This is an optimization exercise on Yosys and OpenROAD, whose aim is small area, a short achievable clock period and few clock cycles per item, not a production implementation.
The RTL was checked by simulation tests, not by an equivalence proof against the original design.

==> flow/design.v (excerpt) <==
module square_root_float (
    input clk, rst,
    input start,
    input [31:0] u,
    output [31:0] out,
    output done, neg_flag
);
Size: roughly 75 flip-flops, about 8000 sq um of cells after synthesis.
Settings: LEC_CHECK=0, CAP_MARGIN=50, CORE_MARGIN=2, CORE_UTILIZATION=40, SLEW_MARGIN=70; clock period 11.0 ns.
standard.sh (not shown) runs the stock make flow with config.mk's settings and CLKGATE_MAP_FILE= SYNTH_SCRIPT=/design/flow/synth_recipe.tcl, a recipe that flattens the netlist after the stock synthesis.
==> flow/flow/run.sh <==
#!/bin/bash
# Standard ORFS layout (the standard.sh, unchanged synthesis), with the
# timing repair after floorplan, CTS and global routing asked to leave a
# setup slack margin, so that it sizes and buffers the critical paths.
set -euo pipefail
bash standard.sh SETUP_SLACK_MARGIN=6.7 finish > standard.log 2>&1
The baseline produced a clean layout.
Testbench counts at the start, summed over its fixed seeds: cycles 43,995, items 1,600.
==> next run, changes <==
--- a/flow/flow/run.sh
+++ b/flow/flow/run.sh
@@ -4,3 +4,3 @@
 # setup slack margin, so that it sizes and buffers the critical paths.
 set -euo pipefail
-bash standard.sh SETUP_SLACK_MARGIN=6.7 finish > standard.log 2>&1
+bash standard.sh SETUP_SLACK_MARGIN=7.0 finish > standard.log 2>&1
What happened:
- flip-flop and latch count does not change
- global-route usage came out higher by 0.49 points
==> next run, changes <==
--- a/flow/flow/run.sh
+++ b/flow/flow/run.sh
@@ -4,3 +4,3 @@
 # setup slack margin, so that it sizes and buffers the critical paths.
 set -euo pipefail
-bash standard.sh SETUP_SLACK_MARGIN=7.0 finish > standard.log 2>&1
+bash standard.sh SETUP_SLACK_MARGIN=6.3 finish > standard.log 2>&1
Effect: The changed run went through all stages and came out clean. Via count drops by a few percent. Fmax is lower by roughly a tenth. Register-to-register slack got worse by 360 ps. Area after synthesis is unchanged. Final cell count shrinks by a few percent. Die area stays the same. Global-route usage goes down by 0.88 points. Core utilization is lower by 4.2 points.

* * *

== before ==
The RTL this note starts from:
==> flow/design.v <==
module adder #(
    parameter W = 25
) (
    input  [W - 1 : 0] a, b,
    input              cin,
    output [W - 1 : 0] s
);
    localparam L = $clog2(W);
    wire [W - 1 : 0] p0 = a ^ b;
    wire [W - 1 : 0] g  [0 : L];
    wire [W - 1 : 0] p  [0 : L];
    assign g[0] = {a[W - 1 : 1] & b[W - 1 : 1], (a[0] & b[0]) | (p0[0] & cin)};
    assign p[0] = p0;
    genvar l, i;
    generate
        for (l = 0; l < L; l = l + 1) begin : lvl
            for (i = 0; i < W; i = i + 1) begin : col
                if ((i >> l) % 2 == 1) begin : cmb
                    assign g[l + 1][i] = g[l][i] | (p[l][i] & g[l][((i >> l) << l) - 1]);
                    assign p[l + 1][i] = p[l][i] & p[l][((i >> l) << l) - 1];
                end else begin : thru
                    assign g[l + 1][i] = g[l][i];
                    assign p[l + 1][i] = p[l][i];
                end
            end
        end
    endgenerate
    assign s = p0 ^ {g[L][W - 2 : 0], cin};
endmodule
module square_root_float (
    input clk, rst,
    input start,
    input [31:0] u,
    output [31:0] out,
    output done, neg_flag
);
    reg        busy;
    reg  [4:0] cnt;          
    reg        hor;          
    reg        cpy;          
    reg  [3:0] s0, s1;       
    reg        xinv, xcin;   
    reg        fill;         
    reg [24:0] X;
    reg [24:0] Y;
    reg  [7:0] e_out;
    reg        sgn, spec;
    wire [7:0]  E = u[30:23];
    wire [22:0] M = u[22:0];
    wire        m_zero = (M == 23'd0);
    wire        zero = (E == 8'd0) & m_zero;
    wire        one  = E[0] & m_zero;
    wire [8:0]  e_sum = 9'd127 + {1'b0, E};
    always @(posedge clk) begin
        sgn   <= u[31];
        spec  <= zero | one;
        e_out <= zero ? 8'd0 : e_sum[8:1];
    end
    wire [4:0]  top_o = {2'b01, M[22:20]};
    wire [24:0] x_st = E[0] ? {top_o + 5'd2, M[19:0]} : {top_o + 5'd3, M[19:0]};
    wire [24:0] y_st = E[0] ? {top_o - 5'd2, M[19:0]} : {top_o - 5'd3, M[19:0]};
    wire signed [24:0] y_h  = {fill, Y[24:1]};
    wire        [24:0] x_h  = {1'b0, X[24:1]};
    wire        [27:0] y_e0 = {{3{fill}}, y_h};
    wire        [24:0] y_l1 = ({25{s0[0]}} & y_e0[24:0]) | ({25{s0[1]}} & y_e0[25:1]) |
                              ({25{s0[2]}} & y_e0[26:2]) | ({25{s0[3]}} & y_e0[27:3]);
    wire        [36:0] y_e1 = {{12{fill}}, y_l1};
    wire        [24:0] y_sh = ({25{s1[0]}} & y_e1[24:0]) | ({25{s1[1]}} & y_e1[28:4]) |
                              ({25{s1[2]}} & y_e1[32:8]) | ({25{s1[3]}} & y_e1[36:12]);
    wire        [27:0] x_e0 = {3'b000, x_h};
    wire        [24:0] x_l1 = ({25{s0[0]}} & x_e0[24:0]) | ({25{s0[1]}} & x_e0[25:1]) |
                              ({25{s0[2]}} & x_e0[26:2]) | ({25{s0[3]}} & x_e0[27:3]);
    wire        [36:0] x_e1 = {12'd0, x_l1};
    wire        [24:0] x_sh = ({25{s1[0]}} & x_e1[24:0]) | ({25{s1[1]}} & x_e1[28:4]) |
                              ({25{s1[2]}} & x_e1[32:8]) | ({25{s1[3]}} & x_e1[36:12]);
    wire [24:0] xadd, yadd;
    adder #(.W(25)) X_Adder (.a(X), .b(y_sh ^ {25{xinv}}), .cin(xcin), .s(xadd));
    adder #(.W(25)) Y_Adder (.a(Y), .b(x_sh ^ {25{xinv}}), .cin(xinv), .s(yadd));
    always @(posedge clk) begin
        if (!busy) begin
            X   <= x_st;
            Y   <= y_st;
        end else begin
            X   <= hor ? X : xadd;
            Y   <= cpy ? xadd : yadd;
        end
    end
    wire fin = (cnt == 5'd27) | ((cnt == 5'd1) & (sgn | spec));
    assign done     = busy & fin;
    assign neg_flag = sgn;
    assign out      = {sgn, e_out, Y[22:0] & {23{~spec}}};
    wire [4:0] cnt_i = cnt + 5'd1;
    wire [4:0] cnt_n = busy ? cnt_i : {3'd0, ~E[0], E[0]};
    wire       hor_n = busy & (cnt_i >= 5'd19);
    wire       cpy_n = busy & (cnt_i >= 5'd18);
    wire [3:0] sh_n  = busy ? sh_i : {3'd0, ~E[0]};
    wire       hinv_n = hinv_i;
    reg [3:0] sh_i;
    reg       hinv_i;
    always @(*) begin
        hinv_i = 1'b0;
        case (cnt_i)
            5'd1:  sh_i = 4'd0;    
            5'd2:  sh_i = 4'd1;
            5'd3:  sh_i = 4'd2;
            5'd4:  sh_i = 4'd3;
            5'd5:  sh_i = 4'd3;    
            5'd6:  sh_i = 4'd4;
            5'd7:  sh_i = 4'd5;
            5'd8:  sh_i = 4'd6;
            5'd9:  sh_i = 4'd7;
            5'd10: sh_i = 4'd8;
            5'd11: sh_i = 4'd9;
            5'd12: sh_i = 4'd10;
            5'd13: sh_i = 4'd11;
            5'd14: sh_i = 4'd12;
            5'd15: sh_i = 4'd12;   
            5'd16: sh_i = 4'd13;
            5'd17: sh_i = 4'd14;
            5'd18: sh_i = 4'd15;   
            5'd19: sh_i = 4'd3;    
            5'd20: begin sh_i = 4'd1; hinv_i = 1'b1; end   
            5'd21: begin sh_i = 4'd3; hinv_i = 1'b1; end   
            5'd22: sh_i = 4'd2;    
            5'd23: sh_i = 4'd1;    
            5'd24: begin sh_i = 4'd1; hinv_i = 1'b1; end   
            5'd25: begin sh_i = 4'd1; hinv_i = 1'b1; end   
            default: sh_i = 4'd1;  
        endcase
    end
    wire yneg_n = busy & yadd[24];
    always @(posedge clk) begin
        hor   <= hor_n;
        cpy   <= cpy_n;
        s0    <= 4'b0001 << sh_n[1:0];
        s1    <= 4'b0001 << sh_n[3:2];
        xinv  <= hor_n ? hinv_n : ~yneg_n;
        xcin  <= ~hor_n & ~yneg_n;
        fill  <= ~hor_n & yneg_n;
    end
    always @(posedge clk, posedge rst) begin
        if (rst) begin
            busy <= 1'b0;
            cnt  <= 5'd0;
        end else begin
            cnt <= cnt_n;
            if (!busy)
                busy <= start;
            else if (fin)
                busy <= 1'b0;
        end
    end
endmodule
clock: 11.0 ns
lec_check: 0
cap_margin: 50
core_margin: 2
core_utilization: 40
cts_buf_list: sky130_fd_sc_hd__clkbuf_8
slew_margin: 40
==> flow/flow/run.sh <==
#!/bin/bash
# Standard ORFS layout (the standard.sh, unchanged synthesis), with the
# timing repair after floorplan, CTS and global routing asked to leave a
# setup slack margin, so that it sizes and buffers the critical paths.
set -euo pipefail
bash standard.sh SETUP_SLACK_MARGIN=6.7 finish > standard.log 2>&1
before: done, clean on timing, DRC and antenna
Testbench counts of before, summed over its fixed seeds: cycles 43,995, items 1,600.
Relative to before, the following input files were edited for after:
- SLEW_MARGIN: 40 -> 50
==> comparison <==
Diff before -> after: number of buffers other than clock buffers in the final layout went down, utilization has decreased.
after vs. before: stage delay of the slowest cell on the critical path rose 0.02 ns; portion of the layout cell area used by clock cells about even.

[static timing again, ports no longer ideal]
The flow's constraints put no driver on any port. The routed layouts listed below were extracted and timed again, unchanged, in two steps.
Step 1 (the two cells are an assumption about what drives the block):
set clk [get_ports {clk}]
set_driving_cell -lib_cell sky130_fd_sc_hd__clkbuf_16 $clk
set_driving_cell -lib_cell sky130_fd_sc_hd__buf_2 [delete_from_list [all_inputs] $clk]
Step 2 moves the port delays by t, midway between the first and last clock arrival at a register: inputs arrive t later, outputs are due t later. That takes back most of the time a late clock gives input paths.
Three values: ideal, step 1, step 2; two values: the first two.
run | t (ns) | slack for setup (ns) | latest minus earliest clock arrival (ns) | worst register clock-pin slew, ns
the first run of note 1 | 0.389 | 6.734 / 6.734 / 6.583 | 0.009 / 0.010 | 0.06 / 0.06
the second run of note 1 | 0.390 | 6.936 / 6.936 / 6.800 | 0.011 / 0.012 | 0.07 / 0.07
the third run of note 1 | 0.387 | 6.472 / 6.431 / 6.576 | 0.011 / 0.010 | 0.06 / 0.06
before | 0.409 | 6.859 / 6.859 / 6.512 | 0.014 / 0.014 | 0.09 / 0.09
after | 0.414 | 6.896 / 6.886 / 6.523 | 0.018 / 0.017 | 0.09 / 0.09
After both steps every run listed still meets setup and hold. The setup slack of after, which loses most, moves by -0.010 ns with the drivers and by -0.373 ns with both steps.
